This is an optimization exercise on Yosys and OpenROAD, whose aim is small area, a short achievable clock period and few clock cycles per item, not a production implementation. RTL that was checked went through simulation tests only; none was proved equivalent to the original.

==> flow/design.v (excerpt) <==
module iterativeDivision
  #(parameter int unsigned DATA_W = 32)
  ( input  var logic i_clk
  , input  var logic i_rst  
  , input  var logic [DATA_W-1:0] i_dividend
  , input  var logic [DATA_W-1:0] i_divisor
  , input  var logic i_start  
  , output var logic [DATA_W-1:0] o_quotient
  , output var logic [DATA_W-1:0] o_remainder
  , output var logic o_finish  
  );
  function automatic logic [5:0] clz32(input logic [31:0] x);
    logic [15:0] z1; logic [15:0] c1;       
    logic [7:0]  z2; logic [15:0] c2;       
    logic [3:0]  z3; logic [11:0] c3;       
    logic [1:0]  z4; logic [7:0]  c4;       
    logic        z5; logic [4:0]  c5;
    for (int i = 0; i < 16; i++) begin
      z1[i] = !(x[2*i+1] || x[2*i]);
      c1[i] = !x[2*i+1];
    end
    for (int i = 0; i < 8; i++) begin
      z2[i]         = z1[2*i+1] && z1[2*i];
      c2[2*i+:2]    = z1[2*i+1] ? {1'b1, c1[2*i]} : {1'b0, c1[2*i+1]};
    end
    for (int i = 0; i < 4; i++) begin
      z3[i]         = z2[2*i+1] && z2[2*i];
      c3[3*i+:3]    = z2[2*i+1] ? {1'b1, c2[4*i+:2]} : {1'b0, c2[4*i+2+:2]};
    end
    for (int i = 0; i < 2; i++) begin
  ...
==> flow/config.mk <==
export PLATFORM = sky130hd
export DESIGN_NAME = iterativeDivision
export DESIGN_NICKNAME = iterativeDivision
export VERILOG_FILES = /design/flow/design.v
export SDC_FILE = /design/flow/constraint.sdc
export NUM_CORES = 4
export LEC_CHECK = 0
export ABC_AREA = 1
export CAP_MARGIN = 20
export CORE_MARGIN = 2
export CORE_UTILIZATION = 40
export GPL_TIMING_DRIVEN = 0
export SETUP_SLACK_MARGIN = 4.5
export SLEW_MARGIN = 20
==> flow/constraint.sdc <==
create_clock -name core_clock -period 8.0 [get_ports {i_clk}]
set_input_delay 1.6000 -clock core_clock [delete_from_list [all_inputs] [get_ports {i_clk}]]
set_output_delay 1.6000 -clock core_clock [all_outputs]
set_load 0.01 [all_outputs]
standard.sh (not shown) runs the stock make flow with config.mk's settings and CLKGATE_MAP_FILE= SYNTH_SCRIPT=/design/flow/synth_recipe.tcl, a recipe that flattens the netlist after the stock synthesis.
==> flow/flow/run.sh <==
#!/bin/bash
# Standard layout, with the port buffers made from the smallest buffer cell
# (repair may still resize them). make's output goes to flow_make.log; each
# ORFS step writes its own log under orfs/logs/.
set -euo pipefail
export BUFFER_PORTS_ARGS="-buffer_cell sky130_fd_sc_hd__buf_1"
bash standard.sh finish > flow_make.log 2>&1
The starting point passed the timing, design-rule and antenna checks.
Testbench counts at the start, summed over its fixed seeds: cycles 13,806, items 3,200.
Change:
CORE_UTILIZATION = 50   (was 40)
GPL_TIMING_DRIVEN = default   (was 0)
Effect: Critical path depth drops by 1. Via count went down by a few percent. Area after synthesis is unchanged. Worst setup slack gets better by 0.11 ns. Die area shrinks by about a fifth. Final cell count fell by a few percent. Hold slack improved by 0.021 ns. Global-route usage goes up by 3.7 points. Final area decreases by a few percent.

========
Another version of the RTL of iterativeDivision (not shown whole).
For scale: about 120 flip-flops, ~130 I/O pins, about 9000 um^2 of cells after synthesis.
Design iterativeDivision, start of the top module:
module iterativeDivision
  #(parameter int unsigned DATA_W = 32)
  ( input  var logic i_clk
  , input  var logic i_rst  
  , input  var logic [DATA_W-1:0] i_dividend
  , input  var logic [DATA_W-1:0] i_divisor
  , input  var logic i_start  
  , output var logic [DATA_W-1:0] o_quotient
  , output var logic [DATA_W-1:0] o_remainder
  , output var logic o_finish  
  );
clock: 8.0 ns
lec_check: 0
abc_area: 1
cap_margin: 20
core_margin: 2
core_utilization: 40
cts_buf_list: sky130_fd_sc_hd__clkbuf_8
cts_cluster_size: 12
setup_slack_margin: 5.0
slew_margin: 20
==> flow/flow/run.sh <==
#!/bin/bash
# Standard layout, with the port buffers made from the smallest buffer cell
# (repair may still resize them), and timing repair aimed at a 5.2 ns setup
# margin. make's output goes to flow_make.log; each ORFS step writes its own
# log under orfs/logs/.
set -euo pipefail
export BUFFER_PORTS_ARGS="-buffer_cell sky130_fd_sc_hd__buf_1"
bash standard.sh finish SETUP_SLACK_MARGIN=5.2 > flow_make.log 2>&1
Testbench counts at the start, summed over its fixed seeds: cycles 22,318, items 3,200.
Rerun with:
==> flow/flow/run.sh (replaced) <==
#!/bin/bash
# Standard layout, with the port buffers made from the smallest buffer cell
# (repair may still resize them). make's output goes to flow_make.log; each
# ORFS step writes its own log under orfs/logs/.
set -euo pipefail
export BUFFER_PORTS_ARGS="-buffer_cell sky130_fd_sc_hd__buf_1"
bash standard.sh finish > flow_make.log 2>&1
=>
- The changed run passed the timing, design-rule and antenna checks
- core utilization fell by 1.3 points
- synthesized area stays the same
- clock skew fell by 0.0071 ns
- design area fell by 2.7%
Rerun with:
==> flow/flow/run.sh (replaced) <==
#!/bin/bash
# Standard layout, with the port buffers made from the smallest buffer cell
# (repair may still resize them), and timing repair aimed at a 5.15 ns setup
# margin. make's output goes to flow_make.log; each ORFS step writes its own
# log under orfs/logs/.
set -euo pipefail
export BUFFER_PORTS_ARGS="-buffer_cell sky130_fd_sc_hd__buf_1"
bash standard.sh finish SETUP_SLACK_MARGIN=5.15 > flow_make.log 2>&1
Effect: Area after synthesis is unchanged; global-route usage rose by 0.75 points; critical path depth falls by 2; cell area is higher by 2.4%; first-iteration DRC count went up by 7.0%; worst hold slack degrades by 0.0087 ns; maximum frequency climbs by 2.8%.

========
The RTL this note starts from:
==> flow/design.v <==
`default_nettype none
module iterativeDivision
  #(parameter int unsigned DATA_W = 32)
  ( input  var logic i_clk
  , input  var logic i_rst  
  , input  var logic [DATA_W-1:0] i_dividend
  , input  var logic [DATA_W-1:0] i_divisor
  , input  var logic i_start  
  , output var logic [DATA_W-1:0] o_quotient
  , output var logic [DATA_W-1:0] o_remainder
  , output var logic o_finish  
  );
  function automatic logic [5:0] clz32(input logic [31:0] x);
    logic [15:0] z1; logic [15:0] c1;       
    logic [7:0]  z2; logic [15:0] c2;       
    logic [3:0]  z3; logic [11:0] c3;       
    logic [1:0]  z4; logic [7:0]  c4;       
    logic        z5; logic [4:0]  c5;
    for (int i = 0; i < 16; i++) begin
      z1[i] = !(x[2*i+1] || x[2*i]);
      c1[i] = !x[2*i+1];
    end
    for (int i = 0; i < 8; i++) begin
      z2[i]         = z1[2*i+1] && z1[2*i];
      c2[2*i+:2]    = z1[2*i+1] ? {1'b1, c1[2*i]} : {1'b0, c1[2*i+1]};
    end
    for (int i = 0; i < 4; i++) begin
      z3[i]         = z2[2*i+1] && z2[2*i];
      c3[3*i+:3]    = z2[2*i+1] ? {1'b1, c2[4*i+:2]} : {1'b0, c2[4*i+2+:2]};
    end
    for (int i = 0; i < 2; i++) begin
      z4[i]         = z3[2*i+1] && z3[2*i];
      c4[4*i+:4]    = z3[2*i+1] ? {1'b1, c3[6*i+:3]} : {1'b0, c3[6*i+3+:3]};
    end
    z5 = z4[1] && z4[0];
    c5 = z4[1] ? {1'b1, c4[3:0]} : {1'b0, c4[7:4]};
    clz32 = {z5, z5 ? 5'd0 : c5};
  endfunction
  logic [5:0] zA, zB;
  logic [6:0] shDiff;
  logic [4:0] shAmt;
  logic       divZero, quotZero;
  always_comb begin
    zA       = clz32(i_dividend);
    zB       = clz32(i_divisor);
    shDiff   = {1'b0, zB} - {1'b0, zA};
    shAmt    = shDiff[4:0];
    divZero  = zB[5];
    quotZero = shDiff[6];  
  end
  logic       busy_q, iter_q;
  logic [3:0] count_q;
  always_ff @(posedge i_clk)
    if (i_rst) begin
      busy_q <= '0;
      iter_q <= '0;
    end else if (i_start) begin
      busy_q <= '1;
      iter_q <= !(divZero || quotZero);
    end else begin
      busy_q <= busy_q && iter_q;
      iter_q <= iter_q && (count_q != '0);
    end
  always_ff @(posedge i_clk)
    if (i_start)
      count_q <= shAmt[4:1];
    else
      count_q <= count_q - 1'b1;
  always_comb
    o_finish = busy_q && !iter_q;
  logic [DATA_W:0]   div_q;
  logic [DATA_W-1:0] rem_q, quo_q, rem2;
  localparam int unsigned W = DATA_W + 3;
  logic [W-1:0] rX, dX, d2X, s3, c3;
  logic [W:0]   t1, t2, t3;
  logic         ge1, ge2, ge3, q1, q2;
  always_comb begin
    rX  = W'(rem_q);
    d2X = W'(div_q);
    dX  = W'(div_q[DATA_W:1]);
    s3  = rX ^ ~d2X ^ ~dX;
    c3  = {(rX[W-2:0] & ~d2X[W-2:0]) | (rX[W-2:0] & ~dX[W-2:0])
           | (~d2X[W-2:0] & ~dX[W-2:0]), 1'b1};
    t1  = {rX, 1'b1} + {~dX, 1'b1};
    t2  = {rX, 1'b1} + {~d2X, 1'b1};
    t3  = {s3, 1'b1} + {c3, 1'b1};
    ge1 = !t1[W];
    ge2 = !t2[W];
    ge3 = !t3[W];
    q1  = ge2;
    q2  = ge3 || (ge1 && !ge2);
    if (ge3)
      rem2 = t3[DATA_W:1];
    else if (ge2)
      rem2 = t2[DATA_W:1];
    else if (ge1)
      rem2 = t1[DATA_W:1];
    else
      rem2 = rem_q;
  end
  always_ff @(posedge i_clk)
    if (i_start) begin
      div_q <= {1'b0, i_divisor} << {shAmt[4:1], 1'b1};
      rem_q <= i_dividend;
      quo_q <= {DATA_W{divZero}};
    end else begin
      div_q <= div_q >> 2;
      rem_q <= rem2;
      quo_q <= {quo_q[DATA_W-3:0], q1, q2};
    end
  always_comb begin
    o_quotient  = quo_q;
    o_remainder = rem_q;
  end
endmodule
`resetall
clock: 8.0 ns
lec_check: 0
cap_margin: 20
core_margin: 2
core_utilization: 40
setup_slack_margin: 4.0
slew_margin: 20
run.sh (not shown) runs the stock make flow with config.mk's settings and CLKGATE_MAP_FILE= SYNTH_SCRIPT=/design/flow/synth_recipe.tcl, a recipe that flattens the netlist after the stock synthesis.
Stock flow here: none of the scripts above is used.
The baseline produced a clean layout.
==> next run, changes <==
SETUP_SLACK_MARGIN = unset   (was 4.0)
Result: The changed run produced a clean layout. Clock-buffer cell count climbs by 1. Global-route usage drops by 1.7 points. Via count drops by a few percent. Routed wire length drops by a little under a tenth. Register-to-register slack loses 960 ps. Synthesized area is unchanged. Flip-flop and latch count does not change. Hold slack barely changes. Non-clock buffer count drops by 103.
Function was not checked in any run of this note: the RTL went through the layout flow alone.

## what the ideal ports hide
The results above use ideal ports. As a check the final layouts listed here were re-extracted and re-timed, cells and wires unchanged.
Step 1: set_driving_cell puts a clkbuf_16 on i_clk and a buf_2 on each other input, an assumption about the parent block.
Step 2 also shifts input and output timing later by t, the mid clock arrival at the registers, as if the neighbouring blocks saw the same clock.
a / b / c = no drivers / after step 1 / after step 2; a / b = the first two.
| run | t (ns) | setup WS [ns] | hold WS [ns] | worst setup path at the end | worst slew at a driven data input, ns |
|---|---|---|---|---|---|
| the first run of note 1 | 0.427 | 4.282 / 4.312 / 3.885 | 0.449 / 0.449 / 0.449 | input to register | 0.05 |
| the second run of note 1 | 0.430 | 4.394 / 4.412 / 3.982 | 0.471 / 0.471 / 0.471 | input to register | 0.05 |
| the first run of note 2 | 0.496 | 5.225 / 5.182 / 4.753 | 0.464 / 0.464 / 0.464 | input to register | 0.05 |
| the second run of note 2 | 0.483 | 5.115 / 5.118 / 4.650 | 0.472 / 0.472 / 0.472 | input to register | 0.05 |
| the third run of note 2 | 0.504 | 5.194 / 5.149 / 4.763 | 0.463 / 0.463 / 0.463 | input to register | 0.05 |
| the first run of note 3 | 0.396 | 3.125 / 3.137 / 2.742 | 0.450 / 0.450 / 0.450 | input to register | 0.07 |
| the second run of note 3 | 0.401 | 1.719 / 1.743 / 1.342 | 0.450 / 0.450 / 0.450 | input to register | 0.08 |
After both steps setup and hold are still met in every run listed. The setup slack of the first run of note 2, which loses most, moves by -0.043 ns with the drivers and by -0.472 ns with both steps.
